Background: an optimization exercise with open tools, aiming at a short achievable clock period and few clock cycles. Do not read the settings as production practice. The RTL of this run was laid out without a check of its function. Power and IR drop assume default switching activity.

--- flow/design.v ---
`timescale 1ns / 1ps
module adder(
	a,b,
	o
	);
	input [31:0] a;
	input [31:0] b;
	output [31:0] o;
	assign o=a+b;
endmodule
`timescale 1ns / 1ps
module ALU(
	a,b,
	aluop,
	o,z);
	input [31:0] a,b;
	input [2:0]aluop;
	output [31:0] o;
	output z;
	reg [31:0] o;
	wire [31:0] diff;
	assign diff = a-b;
	assign z = ~|o;
	always@(*)begin
		case(aluop)
			3'd0:o<=a+b;
			3'd1:o<=a-b;
			3'd2:o<=a&b;
			3'd3:o<=a|b;
			3'd4:o<=a^b;
			3'd5:o<=~(a|b);
			3'd6:begin
				o<={31'd0,diff[31]};
			end
			3'd7:o<={b,16'h0};
			default:o<=0;
		endcase
	end
endmodule
`timescale 1ns / 1ps
module functoaluop(
	func,opcode,
	aluop
	);
	input [5:0] func;
	input [5:0] opcode;
	output [2:0] aluop;
	reg [2:0] aluop;
	always@(func or opcode)begin
		case (opcode)
			6'b000000:begin
				case(func)
					6'b100000:aluop<=3'd0;
					6'b100010:aluop<=3'd1;
					6'b100100:aluop<=3'd2;
					6'b100101:aluop<=3'd3;
					6'b100110:aluop<=3'd4;
					6'b100111:aluop<=3'd5;
					6'b101010:aluop<=3'd6;
					default:aluop<=3'd0;
				endcase
			end
			6'b001000:aluop<=3'd0;
			6'b001100:aluop<=3'd2;
			6'b001111:aluop<=3'd7;
			6'b001101:aluop<=3'd3;
			6'b001010:aluop<=3'd6;
			6'b000100:aluop<=3'd1;
			6'b010101:aluop<=3'd1;
			default:aluop<=3'd0;
		endcase
	end
endmodule
`timescale 1ns / 1ps
module InstDecode(
	inst,
	CommandString
	);
	input [31:0] inst;
	output [9:0]CommandString;
	reg[1:0] PCSource;
	reg WriteEnable;
	reg ALUSrcB;
	reg WriteAddr;
	reg MemWrite;
	reg WriteData;
	wire [2:0] ALUControl;
	assign CommandString={PCSource,WriteEnable,
		ALUSrcB,WriteAddr,
		MemWrite,WriteData,
		ALUControl};
	functoaluop falop(
		.func(inst[5:0]),
		.opcode(inst[31:26]),
		.aluop(ALUControl)
		);
	always@(*)begin
		case(inst[31:26])
			6'd0:begin 
				PCSource<=2'd0;
				WriteEnable<=1'b1;
				if(inst[5:0]==5'd0)WriteEnable<=1'b0;
				ALUSrcB<=1'b0;
				WriteAddr<=1'b1;
				MemWrite<=1'b0;
				WriteData<=1'b0;
			end
			6'b001000:begin 
				PCSource <=2'd0;
				WriteEnable<=1'b1;
				ALUSrcB<=1'b1;
				WriteAddr<=1'b0;
				MemWrite<=1'b0;
				WriteData<=1'b0;
			end
			6'b001100:begin 
				PCSource <=2'd0;
				WriteEnable<=1'b1;
				ALUSrcB<=1'b1;
				WriteAddr<=1'b0;
				MemWrite<=1'b0;
				WriteData<=1'b0;
			end
			6'b001111:begin 
				PCSource <=2'd0;
				WriteEnable<=1'b1;
				ALUSrcB<=1'b1;
				WriteAddr<=1'b0;
				MemWrite<=1'b0;
				WriteData<=1'b0;
			end
			6'b001101:begin 
				PCSource <=2'd0;
				WriteEnable<=1'b1;
				ALUSrcB<=1'b1;
				WriteAddr<=1'b0;
				MemWrite<=1'b0;
				WriteData<=1'b0;
			end
			6'b001010:begin 
				PCSource <=2'd0;
				WriteEnable<=1'b1;
				ALUSrcB<=1'b1;
				WriteAddr<=1'b0;
				MemWrite<=1'b0;
				WriteData<=1'b0;
			end
			6'b000100:begin 
				PCSource<=2'd1;
				WriteEnable<=1'b0;
				ALUSrcB<=1'b0;
				WriteAddr<=1'b0;
				MemWrite<=1'b0;
				WriteData<=1'b0;
			end
			6'b010101:begin 
				PCSource<=2'd3;
				WriteEnable<=1'b0;
				ALUSrcB<=1'b0;
				WriteAddr<=1'b0;
				MemWrite<=1'b0;
				WriteData<=1'b0;
			end
			6'b100011:begin 
				PCSource<=2'd0;
				WriteEnable<=1'b1;
				ALUSrcB<=1'b1;
				WriteAddr<=1'b0;
				MemWrite<=1'b0;
				WriteData<=1'b1;
			end
			6'b101011:begin 
				PCSource<=2'd0;
				WriteEnable<=1'b0;
				ALUSrcB<=1'b1;
				WriteAddr<=1'b0;
				MemWrite<=1'b1;
				WriteData<=1'b0;
			end
			6'b000010:begin 
				PCSource<=2'd2;
				WriteEnable<=1'b0;
				ALUSrcB<=1'b0;
				WriteAddr<=1'b0;
				MemWrite<=1'b0;
				WriteData<=1'b0;
			end
			default:begin
				PCSource<=2'd0;
				WriteEnable<=1'b0;
				ALUSrcB<=1'b0;
				WriteAddr<=1'b0;
				MemWrite<=1'b0;
				WriteData<=1'b0;
			end
		endcase
	end
endmodule
`timescale 1ns / 1ps
module mux(
	in0,in1,in2,in3,
	select,
	muxout
	);
	input [31:0] in1;
	input [31:0] in2;
	input [31:0] in3;
	input [31:0] in0;
	input [1:0] select;
	output [31:0] muxout;
	assign muxout = (select == 2'd0 )? in0 : (select == 2'd1)? in1 : (select == 2'd2)? in2 : in3;
endmodule
`timescale 1ns / 1ps
module register(
	clk,nrst,
	in,latch,
	out);
	input clk;
	input nrst;
	input [31:0] in;
	input latch;
	output [31:0] out;
	reg [31:0] out;
	always@(posedge clk or negedge nrst)begin
		if(!nrst)out<= 32'd0;
		else if (!latch)out<=out;
		else out<=in;
	end
endmodule
`timescale 1ns / 1ps
module regfile(
	clk,nrst,
	RegWrite,
	rreg1, rreg2,
	wra, wrd,
	rd1, rd2
	);
	input clk;
	input nrst;
	input RegWrite;
	input [4:0] rreg1;
	input [4:0] rreg2;
	input [4:0] wra;
	input [31:0] wrd;
	output [31:0] rd1;
	output [31:0] rd2;
	reg [31:0] rd1;
	reg [31:0] rd2;
	reg [31:0] r [31:0];
	integer i;
	always@(*)begin
		rd1<=r[rreg1];
		rd2<=r[rreg2];
	end
	always@(posedge clk or negedge nrst)begin
		if(!nrst)
			for (i=0;i<32;i=i+1)begin
				r[i] <=32'd0;			
			end
		else begin
			if(RegWrite&&(|wra))r[wra]<=wrd;
		end
	end
endmodule
`timescale 1ns / 1ps
module processor(
	CLK,NRST,INST,DATA_IN,
	INST_ADDR,DATA_ADDR,DATA_OUT,DATA_WRITE
	);
	input CLK;
	input NRST;
	input [31:0] INST;
	input [31:0] DATA_IN;
	output [31:0] INST_ADDR;
	output [31:0] DATA_ADDR;
	output [31:0] DATA_OUT;
	output DATA_WRITE;
	reg [31:0] pc;          
	reg [31:0] pc_n;        
	reg        d_valid;
	reg        d_pt;        
	reg        d_br;        
	reg        d_fix;       
	reg        d_j;         
	reg        d_use_rs;    
	reg        d_use_rt;
	reg        stall;       
	reg [31:0] d_inst;
	reg [31:0] d_pc4;       
	reg [31:0] d_tgt;
	reg [31:1] d_rs_oh;     
	reg [31:1] d_rt_oh;
	reg [4:0]  e_rd;        
	reg        e_load, e_store, e_br, e_inv, e_late, e_fs;
	reg [5:0]  e_op;        
	reg        e_slt;
	reg [31:0] e_a, e_b;    
	reg [31:0] e_an, e_bn;  
	reg [31:0] e_s;         
	reg        e_eq;        
	reg [31:0] e_alt;
	reg [4:0]  m_rd;
	reg [31:1] m_we;        
	reg        m_mis;       
	reg        m_load;
	reg        m_store;
	reg [31:0] m_res;       
	reg [31:0] m_addr;      
	reg [31:0] m_sdata;
	reg [31:0] m_alt;
	reg [4:0]  w_rd;        
	reg [31:1] w_we;
	reg [31:0] w_data;
	reg [31:0] rf [1:31];
	wire [31:0] fpc = ~pc_n;
	assign INST_ADDR = pc;
	wire [9:0] f_seq = fpc[11:2] + 10'd1;
	wire f_seq_x = &fpc[11:2];
	wire [5:0] f_op = INST[31:26];
	wire f_j   = (f_op == 6'b000010);
	wire f_beq = (f_op == 6'b000100);
	wire f_bne = (f_op == 6'b010101);
	wire f_same = (INST[25:21] == INST[20:16]);
	wire f_brany = f_beq | f_bne;
	wire f_dyn = INST[15] | f_bne;
	wire f_short = (INST[15:9] == {7{INST[9]}});
	wire f_pt = f_brany & f_short & (f_same ? f_beq : f_dyn);
	wire [9:0] f_tlo;
	wire f_tc;
	assign {f_tc, f_tlo} = {1'b0, fpc[11:2]} + {1'b0, INST[9:0]} + 11'd1;
	wire f_tgt_x = f_tc ^ INST[9];
	wire f_j_x = &fpc[27:2];
	wire [29:0] f_pc4_w, f_tgtf_w;
	assign f_pc4_w = fpc[31:2] + 30'd1;
	assign f_tgtf_w = fpc[31:2] + {{14{INST[15]}}, INST[15:0]} + 30'd1;
	wire f_rtype = (f_op == 6'b000000);
	wire f_alur  = f_rtype & (INST[5:0] != 6'b000000);
	wire f_immrs = (f_op == 6'b001000) | (f_op == 6'b001100) | (f_op == 6'b001101) |
	               (f_op == 6'b001010) | (f_op == 6'b100011) | (f_op == 6'b101011);
	wire f_brres = f_brany & (~f_same | ~f_short);    
	wire f_use_rs = f_alur | f_immrs | f_brres;
	wire f_use_rt = f_alur | (f_op == 6'b101011) | f_brres;
	wire [31:1] f_rs_oh, f_rt_oh;
	genvar gr;
	generate
		for (gr = 1; gr < 32; gr = gr + 1) begin : g_oh
			assign f_rs_oh[gr] = (INST[25:21] == gr);
			assign f_rt_oh[gr] = (INST[20:16] == gr);
		end
	endgenerate
	wire [5:0] d_opc = d_inst[31:26];
	wire [5:0] d_fn  = d_inst[5:0];
	wire [4:0] d_rs  = d_inst[25:21];
	wire [4:0] d_rt  = d_inst[20:16];
	wire [4:0] d_rdf = d_inst[15:11];
	wire [31:0] d_se = {{16{d_inst[15]}}, d_inst[15:0]};
	wire d_rtype = (d_opc == 6'b000000);
	wire d_nop   = d_rtype & (d_fn == 6'b000000);
	wire d_addi  = (d_opc == 6'b001000);
	wire d_andi  = (d_opc == 6'b001100);
	wire d_ori   = (d_opc == 6'b001101);
	wire d_slti  = (d_opc == 6'b001010);
	wire d_lui   = (d_opc == 6'b001111);
	wire d_bne   = (d_opc == 6'b010101);
	wire d_lw    = (d_opc == 6'b100011);
	wire d_sw    = (d_opc == 6'b101011);
	wire d_alur  = d_rtype & ~d_nop;
	wire d_imm   = d_addi | d_andi | d_ori | d_slti | d_lui | d_lw | d_sw;
	wire [4:0] d_dst = d_alur ? d_rdf :
	                   (d_addi | d_andi | d_ori | d_slti | d_lui | d_lw) ? d_rt : 5'd0;
	wire r_sub = d_alur & (d_fn == 6'b100010);
	wire r_and = d_alur & (d_fn == 6'b100100);
	wire r_or  = d_alur & (d_fn == 6'b100101);
	wire r_xor = d_alur & (d_fn == 6'b100110);
	wire r_nor = d_alur & (d_fn == 6'b100111);
	wire r_slt = d_alur & (d_fn == 6'b101010);
	wire [5:0] d_aluop;
	assign d_aluop[1] = r_sub;
	assign d_aluop[2] = r_and | d_andi;
	assign d_aluop[3] = r_or | d_ori | d_lui;
	assign d_aluop[4] = r_xor;
	assign d_aluop[5] = r_nor;
	assign d_aluop[0] = ~(r_sub | r_and | d_andi | r_or | d_ori | d_lui | r_xor | r_nor | r_slt | d_slti);
	wire d_slt = r_slt | d_slti;
	wire [31:0] wb_data = m_load ? DATA_IN : m_res;
	reg [31:0] rf_rs, rf_rt;
	integer ri;
	always @(*) begin
		rf_rs = 32'd0;
		rf_rt = 32'd0;
		for (ri = 1; ri < 32; ri = ri + 1) begin
			rf_rs = rf_rs | ({32{d_rs_oh[ri]}} & rf[ri]);
			rf_rt = rf_rt | ({32{d_rt_oh[ri]}} & rf[ri]);
		end
	end
	wire d_bm_rs = (m_rd != 5'd0) & (m_rd == d_rs);
	wire d_bm_rt = (m_rd != 5'd0) & (m_rd == d_rt);
	wire d_bw_rs = (w_rd != 5'd0) & (w_rd == d_rs);
	wire d_bw_rt = (w_rd != 5'd0) & (w_rd == d_rt);
	wire [31:0] d_rsv = d_bm_rs ? (m_load ? DATA_IN : m_res) : d_bw_rs ? w_data : rf_rs;
	wire [31:0] d_rtv = d_bm_rt ? (m_load ? DATA_IN : m_res) : d_bw_rt ? w_data : rf_rt;
	wire d_eq = (d_rsv == d_rtv);
	wire e_wr = (e_rd != 5'd0);
	wire fwd_a = e_wr & (e_rd == d_rs) & d_use_rs;
	wire fwd_b = e_wr & (e_rd == d_rt) & ~d_imm;
	wire fwd_s = e_wr & (e_rd == d_rt);
	wire [31:0] z_t = e_an ^ e_bn;
	wire [31:0] z_c = {~(e_an[30:0] & e_bn[30:0]), 1'b0};
	wire z_sum = ~|(z_t ^ z_c);
	wire br_fa = (e_rd == d_rs);
	wire br_fwd = e_wr & (br_fa | (e_rd == d_rt));
	wire br_r0 = br_fa ? (d_rt == 5'd0) : (d_rs == 5'd0);
	wire br_z = e_op[0] & br_r0;
	wire z_ab = (e_an == e_bn);
	wire z_and = ~|(~e_an & ~e_bn);
	wire z_or = &(e_an & e_bn);
	wire z_nor = ~|(e_an & e_bn);
	wire z_val = (e_op[0] & z_sum) | (e_op[1] & z_ab) | (e_op[2] & z_and) |
	             (e_op[3] & z_or) | (e_op[4] & z_ab) | (e_op[5] & z_nor);
	wire d_zres = d_valid & d_br & br_fwd & br_r0 & ~e_load & ~e_slt;
	wire d_mis = d_zres & ~stall & ~mispred & (z_val ^ d_bne ^ d_pt);
	wire [31:0] d_alt = d_pt ? d_pc4 : d_tgt;
	wire stall_next = ~mispred & ~d_redir & ~stall & d_valid & d_lw & (d_rt != 5'd0) &
	                  ((f_use_rs & (INST[25:21] == d_rt)) | (f_use_rt & (INST[20:16] == d_rt)));
	wire [31:0] d_next = d_j ? {d_pc4[31:28], d_inst[25:0], 2'b00} : d_pt ? d_tgt : d_pc4;
	wire [31:0] sum, diff_n;
	assign sum = e_a + e_b;
	assign diff_n = e_an + ~e_bn;
	wire [31:0] diff = ~diff_n;
	wire [31:0] alu = ({32{e_op[0]}} & sum)
	                | ({32{e_op[1]}} & diff)
	                | ({32{e_op[2]}} & (e_a & e_b))
	                | ({32{e_op[3]}} & (e_a | e_b))
	                | ({32{e_op[4]}} & (e_a ^ e_b))
	                | ({32{e_op[5]}} & ~(e_a | e_b))
	                | {31'd0, e_slt & diff[31]};
	wire eq = (e_a == e_b);
	wire mis_e = e_br & ~e_late & (e_eq ^ e_inv) & ~m_mis;
	wire mis_late = e_br & e_late & (eq ^ e_inv) & ~m_mis;
	wire mispred = mis_e | m_mis;
	wire [31:0] redirect = m_mis ? m_alt : e_alt;
	assign DATA_ADDR = m_addr;
	assign DATA_OUT = m_sdata;
	assign DATA_WRITE = m_store;
	wire d_redir = d_valid & (d_fix | d_mis) & ~stall;
	wire e_bubble = mispred | stall | ~d_valid;
	wire s_dred = ~mispred & d_redir;
	wire s_hold = ~mispred & stall;
	wire s_f    = ~mispred & ~stall & ~d_redir;
	wire s_jmp  = s_f & f_j;
	wire s_tgt  = s_f & ~f_j & f_pt;
	wire s_seq  = s_f & ~f_j & ~f_pt;
	wire [31:0] npc_far = ({32{mispred}} & redirect)
	                    | ({32{s_dred & ~d_mis}} & d_next)
	                    | ({32{s_dred & d_mis}} & d_alt)
	                    | ({32{s_hold}} & fpc);
	wire [11:2] npc_lo = npc_far[11:2]
	                   | ({10{s_jmp}} & INST[9:0])
	                   | ({10{s_tgt}} & f_tlo)
	                   | ({10{s_seq}} & f_seq);
	wire [31:12] npc_hi = npc_far[31:12]
	                    | ({20{s_jmp}} & {fpc[31:28], INST[25:10]})
	                    | ({20{s_tgt | s_seq}} & fpc[31:12]);
	wire [31:0] npc = {npc_hi, npc_lo, 2'b00};
	wire f_fix = (s_jmp & f_j_x) | (s_tgt & f_tgt_x) | (s_seq & f_seq_x);
	always @(posedge CLK or negedge NRST) begin
		if (!NRST) begin
			pc <= 32'd0;
			pc_n <= 32'hffffffff;
			d_valid <= 1'b0; d_pt <= 1'b0; d_br <= 1'b0; d_fix <= 1'b0; d_j <= 1'b0;
			d_use_rs <= 1'b0; d_use_rt <= 1'b0; stall <= 1'b0;
			e_rd <= 5'd0; e_load <= 1'b0; e_store <= 1'b0; e_br <= 1'b0; e_inv <= 1'b0;
			e_late <= 1'b0; e_fs <= 1'b0; e_op <= 6'd0; e_slt <= 1'b0;
			m_rd <= 5'd0; m_we <= 31'd0; m_mis <= 1'b0; m_load <= 1'b0; m_store <= 1'b0;
			w_rd <= 5'd0; w_we <= 31'd0;
		end else begin
			w_rd <= m_rd;
			w_we <= m_we;
			pc <= npc;
			pc_n <= ~npc;
			stall <= stall_next;
			if (mispred | d_redir) d_valid <= 1'b0;
			else if (!stall) d_valid <= 1'b1;
			if (!stall) begin
				d_pt <= f_pt;
				d_br <= f_brres;
				d_use_rs <= f_use_rs;
				d_use_rt <= f_use_rt;
				d_fix <= f_fix;
				d_j <= f_j;
			end
			e_fs <= fwd_s;
			e_late <= br_fwd & ~br_z;
			e_op <= d_aluop;
			e_slt <= d_slt;
			e_inv <= d_bne ^ d_pt;
			if (e_bubble) begin
				e_rd <= 5'd0; e_load <= 1'b0; e_store <= 1'b0; e_br <= 1'b0;
			end else begin
				e_rd <= d_dst; e_load <= d_lw; e_store <= d_sw; e_br <= d_br & ~d_zres;
			end
			if (m_mis) begin
				m_rd <= 5'd0; m_we <= 31'd0; m_load <= 1'b0; m_store <= 1'b0; m_mis <= 1'b0;
			end else begin
				m_rd <= e_rd;
				m_we <= e_we;
				m_load <= e_load;
				m_store <= e_store;
				m_mis <= mis_late;
			end
		end
	end
	wire [31:0] and_ab = e_a & e_b;
	wire [31:0] or_ab  = e_a | e_b;
	wire [31:0] xor_ab = e_a ^ e_b;
	wire [31:0] a_d = d_use_rs ? d_rsv : 32'd0;
	wire [31:0] b_d = d_imm ? (d_lui ? {d_inst[15:0], 16'd0} : d_se) : d_rtv;
	wire fb = fwd_b & ~d_imm;
	wire [31:0] a_next = ({32{fwd_a & e_op[0]}} & sum)
	                   | ({32{fwd_a & e_op[1]}} & diff)
	                   | ({32{fwd_a & e_op[2]}} & and_ab)
	                   | ({32{fwd_a & e_op[3]}} & or_ab)
	                   | ({32{fwd_a & e_op[4]}} & xor_ab)
	                   | ({32{fwd_a & e_op[5]}} & ~or_ab)
	                   | {31'd0, fwd_a & e_slt & diff[31]}
	                   | ({32{~fwd_a}} & a_d);
	wire [31:0] b_next = ({32{fb & e_op[0]}} & sum)
	                   | ({32{fb & e_op[1]}} & diff)
	                   | ({32{fb & e_op[2]}} & and_ab)
	                   | ({32{fb & e_op[3]}} & or_ab)
	                   | ({32{fb & e_op[4]}} & xor_ab)
	                   | ({32{fb & e_op[5]}} & ~or_ab)
	                   | {31'd0, fb & e_slt & diff[31]}
	                   | ({32{~fb}} & b_d);
	always @(posedge CLK) begin
		if (!stall) begin
			d_inst <= INST;
			d_pc4 <= {f_pc4_w, 2'b00};
			d_tgt <= {f_tgtf_w, 2'b00};
			d_rs_oh <= f_rs_oh;
			d_rt_oh <= f_rt_oh;
		end
		e_a <= a_next;
		e_b <= b_next;
		e_an <= ~a_next;
		e_bn <= ~b_next;
		e_s <= d_rtv;
		e_eq <= br_fwd ? z_sum : d_eq;
		e_alt <= d_alt;
		m_res <= alu;
		m_addr <= alu;
		m_sdata <= e_fs ? m_res : e_s;
		m_alt <= e_alt;
		w_data <= wb_data;
	end
	wire [31:1] e_we;
	genvar gw;
	generate
		for (gw = 1; gw < 32; gw = gw + 1) begin : g_we
			assign e_we[gw] = (e_rd == gw);
		end
	endgenerate
	integer i;
	always @(posedge CLK or negedge NRST) begin
		if (!NRST) begin
			for (i = 1; i < 32; i = i + 1) rf[i] <= 32'd0;
		end else begin
			for (i = 1; i < 32; i = i + 1) if (w_we[i]) rf[i] <= w_data;
		end
	end
endmodule
module ks_add #(parameter W = 32) (
	input  [W-1:0] a,
	input  [W-1:0] b,
	input          cin,
	output [W-1:0] s,
	output         co
	);
	localparam L = $clog2(W);
	wire [W-1:0] g [0:L];
	wire [W-1:0] p [0:L];
	wire [W-1:0] hp = a ^ b;
	assign g[0] = (a & b) | {{(W-1){1'b0}}, hp[0] & cin};
	assign p[0] = hp;
	genvar lv, k;
	generate
		for (lv = 1; lv <= L; lv = lv + 1) begin : g_lv
			for (k = 0; k < W; k = k + 1) begin : g_bit
				if (k >= (1 << (lv-1))) begin : g_op
					assign g[lv][k] = g[lv-1][k] | (p[lv-1][k] & g[lv-1][k-(1<<(lv-1))]);
					assign p[lv][k] = p[lv-1][k] & p[lv-1][k-(1<<(lv-1))];
				end else begin : g_pass
					assign g[lv][k] = g[lv-1][k];
					assign p[lv][k] = p[lv-1][k];
				end
			end
		end
	endgenerate
	assign s = hp ^ {g[L][W-2:0], cin};
	assign co = g[L][W-1];
endmodule
--- flow/run.sh ---
#!/bin/bash
# synth_recipe.tcl (not shown) runs the flow's synth.tcl, then flattens the netlist and writes it again
# the make line also repeats each setting of config.mk as NAME=value (left out here)
make -C /OpenROAD-flow-scripts/flow DESIGN_CONFIG=/design/flow/config.mk WORK_HOME=/design/flow/orfs CLKGATE_MAP_FILE= SYNTH_SCRIPT=/design/flow/synth_recipe.tcl finish
--- flow/config.mk ---
export PLATFORM = sky130hd
export DESIGN_NAME = processor
export DESIGN_NICKNAME = processor
export VERILOG_FILES = /design/flow/design.v
export SDC_FILE = /design/flow/constraint.sdc
export NUM_CORES = 4
export LEC_CHECK = 0
export CAP_MARGIN = 20
export CORE_MARGIN = 2
export CORE_UTILIZATION = 40
export SETUP_SLACK_MARGIN = 5
export SLEW_MARGIN = 20
export TNS_END_PERCENT = 100
--- flow/constraint.sdc ---
create_clock -name core_clock -period 8.0 [get_ports {CLK}]
set_input_delay 1.6000 -clock core_clock [delete_from_list [all_inputs] [get_ports {CLK}]]
set_output_delay 1.6000 -clock core_clock [all_outputs]
set_load 0.01 [all_outputs]
==> flow_summary.ini <==
[sta]
fin_setup_tns_ns = 0
tightest_slew_ns = 1.25
timing.final.crit_period_ns = 3.75
finalHoldViolations = 0
final-setup-viol-count = 0
peak_clock_frequency_supported_by_timing_mhz = 266
slew-limit-headroom_pct = 16.7
timing.clock.skew_ns = 0.0455
report.final.slew_viol_count = 0
unrepaired_setup_endpoints_after_global_routing = yes
layout_worst_path_cycle_share_pct = 46.9

[synthesis]
synth-edff-count = 154
post_synth.cell_area_avg_um2 = 11.3
synthArstFlopShare_pct = 71.0
postSynth.topFlopCell = dfrtp_1
syn-instance-count = 7059
postSynthRegisterBits = 1623
ys_warn_count = 2
syn-cell-area_um2 = 79700
synthDistinctLibCells = 91
proportion_of_synthesized_chip_area_in_sequential_cells_pct = 50.0

[final_layout]
ff_latch_area_um2 = 40000
final.fill_count = 17500
finalNonFillerCells = 10000
share_of_final_layout_standard_cells_stronger_than_drive_strength_1_pct = 35.1
nets = 7493
final_cell_mix = 1,084 x dfrtp_1, 1,068 x mux2_2, 482 x a22oi_1
area_growth_pct = 20.3
mostFrequentLayoutCell = dfrtp_1
multi_input_gate_area_um2 = 39800

[die]
initial_utilization_pct = 40.3
dieArea_um2 = 203000
core_area_um2 = 198000
fp.dieW_um = 450
num_io_pins = 163
fp-row-count = 163
dieHeight_um = 450

[clocking]
clock_sink_count = 1623
clock_slew_at_the_register_clock_pins_of_the_worst_setup_and_hold_paths_ns = 0.06
cts_tree = built
worstSkewPairLatency_ns = 0.85
postCtsHoldBufs = 0
clk_path_buf_depth = 3
htreeDepth = 4
number_of_cts_inserted_buffers = 171
clock_tree.root_cell = clkbuf_16

[worst_hold_path]
timing.hold.worst.start = m_we[27]
min_path_cells = 0
worst_hold_path.endpoint = w_we[27]
min_path_type = flip-flop to flip-flop

[power]
p_leak_uw = 0.0429
power.ir.vdd_worst_mv = 0.246
powerDensity_nw_per_um2 = 232

[detailed_routing]
drtIter0Drc = 12900
drt_wl_total_mm = 360
ant_nets = 0
detail_route.wl_per_cell_um = 35.9
post_drt_via_cell_ratio = 6.82
via_count = 68400
drt_drc_violations_left = 0
number_of_iterations_in_the_first_detailed_routing_pass = 11

[setup_path]
cp_data_required_time_ns = 8.75
regToRegSetupSlack_ns = 4.25
worstSetupEndpointType = flip-flop
cp.arrival_ns = 4.50
worst_reg2reg_path_startpoint = d_rs_oh[30]
startpoint_to_endpoint_class_of_the_critical_path = flip-flop to flip-flop
rr_endpoint = e_eq
worst_setup_path_start_kind = flip-flop
worst-path-max-fanout = 27
reg2reg_depth = 11

[flow_run]
maxCapViolations = 0

[global_routing]
globalRouteOverflowTotal = 0
largest_net_degree_at_the_start_of_global_routing = 147
initial_antenna_violation_count = 22
first_global_vias = 65700
globalRouteTotalUtil_pct = 34.2
grt_first_pass_wirelength_mm = 498

[place]
io_buffers = 160
dp.final_hpwl_mm = 198
dpl.cell_count = 9450
gp_congestion = 0.958

[run_status]
run_status = no timing/DRC/antenna violations
## routing by layer
metal / vias up / wire, um / GRT usage (%)
li1: 26700 / - / -
met1: 34300 / 137000 / 44.9
met2: 5854 / 143000 / 46.3
met3: 1491 / 53800 / 14.4
met4: 22 / 26300 / 20.3
met5: - / 199 / 0.473
## where the power goes
part           switching [uW]  total, uW  internal (uW)
sequential                657       9820           9170
combinational            2110       3720           1610
clock                    3650       8680           5030
total                    6420      22200          15800
## state kept, by name, indices dropped and copies added (netlist names), 30 cells and up
name / count
m_res: 32
m_alt: 30
e_an: 32
e_b: 32
rf: 992
m_sdata: 32
e_a: 32
m_we: 31
d_rt_oh: 31
d_inst: 32
w_we: 31
pc: 30
e_bn: 32
d_tgt: 30
w_data: 32
d_pc4: 30
e_alt: 30
e_s: 32
pc_n: 30
d_rs_oh: 31
## stage by stage
step / util, % / hold slack (ns) / total power [uW] / area, um2 / setup WS (ns)
after global placement: 42.6 / 0.331 / 12900 / 84200 / 2.83
after floorplan: - / 0.331 / 11600 / 80100 / 4.00
after global routing: 48.5 / 0.349 / 22900 / 95800 / 4.22
after detailed placement: 42.6 / 0.335 / 13000 / 84200 / 2.81
final: 48.5 / 0.333 / 22200 / 95800 / 4.25
after CTS: 47.7 / 0.337 / 21900 / 94200 / 4.38
## cell families after synthesis
family / after synthesis / share of synthesized area (%)
other: 1 / 0.00471
multiplexers: 1156 / 16.2
flip-flops: 1623 / 50.0
XOR/XNOR: 209 / 2.30
buffers and inverters: 931 / 4.50
AND/OR/NAND/NOR: 1302 / 8.22
AO/OA/AOI/OAI: 1645 / 15.7
adder cells (fa/ha/maj): 192 / 3.04
## area by class of cell
type / instances / share of cell area [%]
Tap cell: 2640 / 3.45
Clock inverter: 75 / 0.999
Inverter: 340 / 1.36
Timing Repair Buffer: 591 / 5.60
Multi-Input combinational cell: 4508 / 41.5
Clock buffer: 247 / 5.35
Sequential cell: 1623 / 41.7
Antenna cell: 11 / 0.0287
## synth_stat cells, types with 10 or more instances
library cell / number / area (um2)
buf_1: 155 / 582
nand4_1: 176 / 1100
ha_1: 189 / 2360
a22oi_1: 482 / 3620
nor3_1: 130 / 651
edfxtp_1: 154 / 4620
or3b_2: 15 / 131
nor2_1: 396 / 1490
nor3b_1: 10 / 75.1
mux2_2: 1070 / 12000
or4_1: 12 / 90.1
o31ai_1: 10 / 75.1
o21a_1: 24 / 180
xnor2_1: 138 / 1210
a211oi_1: 19 / 143
dfxtp_1: 317 / 6350
nand2_1: 185 / 694
nor2b_1: 22 / 138
and2_1: 24 / 150
nand3b_1: 27 / 203
xor2_1: 71 / 622
buf_2: 13 / 65.1
nand3_1: 107 / 536
dfrtp_1: 1122 / 28100
mux2i_1: 86 / 861
a221o_1: 27 / 270
o21ai_0: 71 / 355
or2_2: 60 / 375
o211ai_1: 43 / 323
inv_1: 336 / 1260
nand2b_1: 32 / 200
o22ai_1: 19 / 119
a21oi_1: 206 / 1030
clkbuf_1: 408 / 1530
a222oi_1: 64 / 641
o21bai_1: 16 / 120
a21o_1: 44 / 330
a22o_1: 226 / 1980
or3_1: 20 / 125
dfstp_2: 30 / 788
a221oi_1: 252 / 2210
and3_1: 22 / 138
a31oi_1: 63 / 394
o211a_1: 10 / 100
nor4_1: 46 / 288
## how the worst max path moves through the flow
stage                      from         to  slack [ns]
global route           e_an[19]      pc[5]        4.22
CTS                    e_bn[28]      pc[6]        4.38
detailed placement     INST[25]      pc[4]        2.81
global placement       INST[25]      pc[4]        2.83
floorplan               INST[1]  d_tgt[31]        4.00
finish              d_rs_oh[30]       e_eq        4.25
## repair_timing
action,in CTS,in global routing
setup endpoints to repair,367,240
pin swaps,165,177
resized for setup,1005,274
cloned,13,0
buffers inserted,166,73
## worst max-delay path, cell delays in order, from the launching register on
cell	delay (ns)
edfxtp_1	0.64
buf_6	0.40
a222oi_1	0.48
nand3_1	0.12
nor2_1	0.15
nand3b_1	0.37
a31oi_4	0.40
xnor2_4	0.21
nand4_1	0.31
nor4_2	0.36
nand4_1	0.14
o21ai_1	0.10

[afterwards: timing with drivers on the ports]
The results above use ideal ports. As a check the final layout listed here was re-extracted and re-timed, cells and wires unchanged. Step 1: set_driving_cell puts a clkbuf_16 on CLK and a buf_2 on each other input, an assumption about the parent block. Step 2 also shifts input and output timing later by t, the mid clock arrival at the registers, as if the neighbouring blocks saw the same clock. Three values: ideal, step 1, step 2; two values: the first two.
t (ns): 0.904
slack for setup (ns): 4.246 / 4.246 / 3.700
worst setup path at the end: input to register
worst register clock-pin slew, ns: 0.07 / 0.07
pins driven straight from the clock port: 1
After both steps this run still meets setup and hold. For this run, drivers alone change the setup slack by 0.000 ns; drivers and shift together by -0.546 ns.
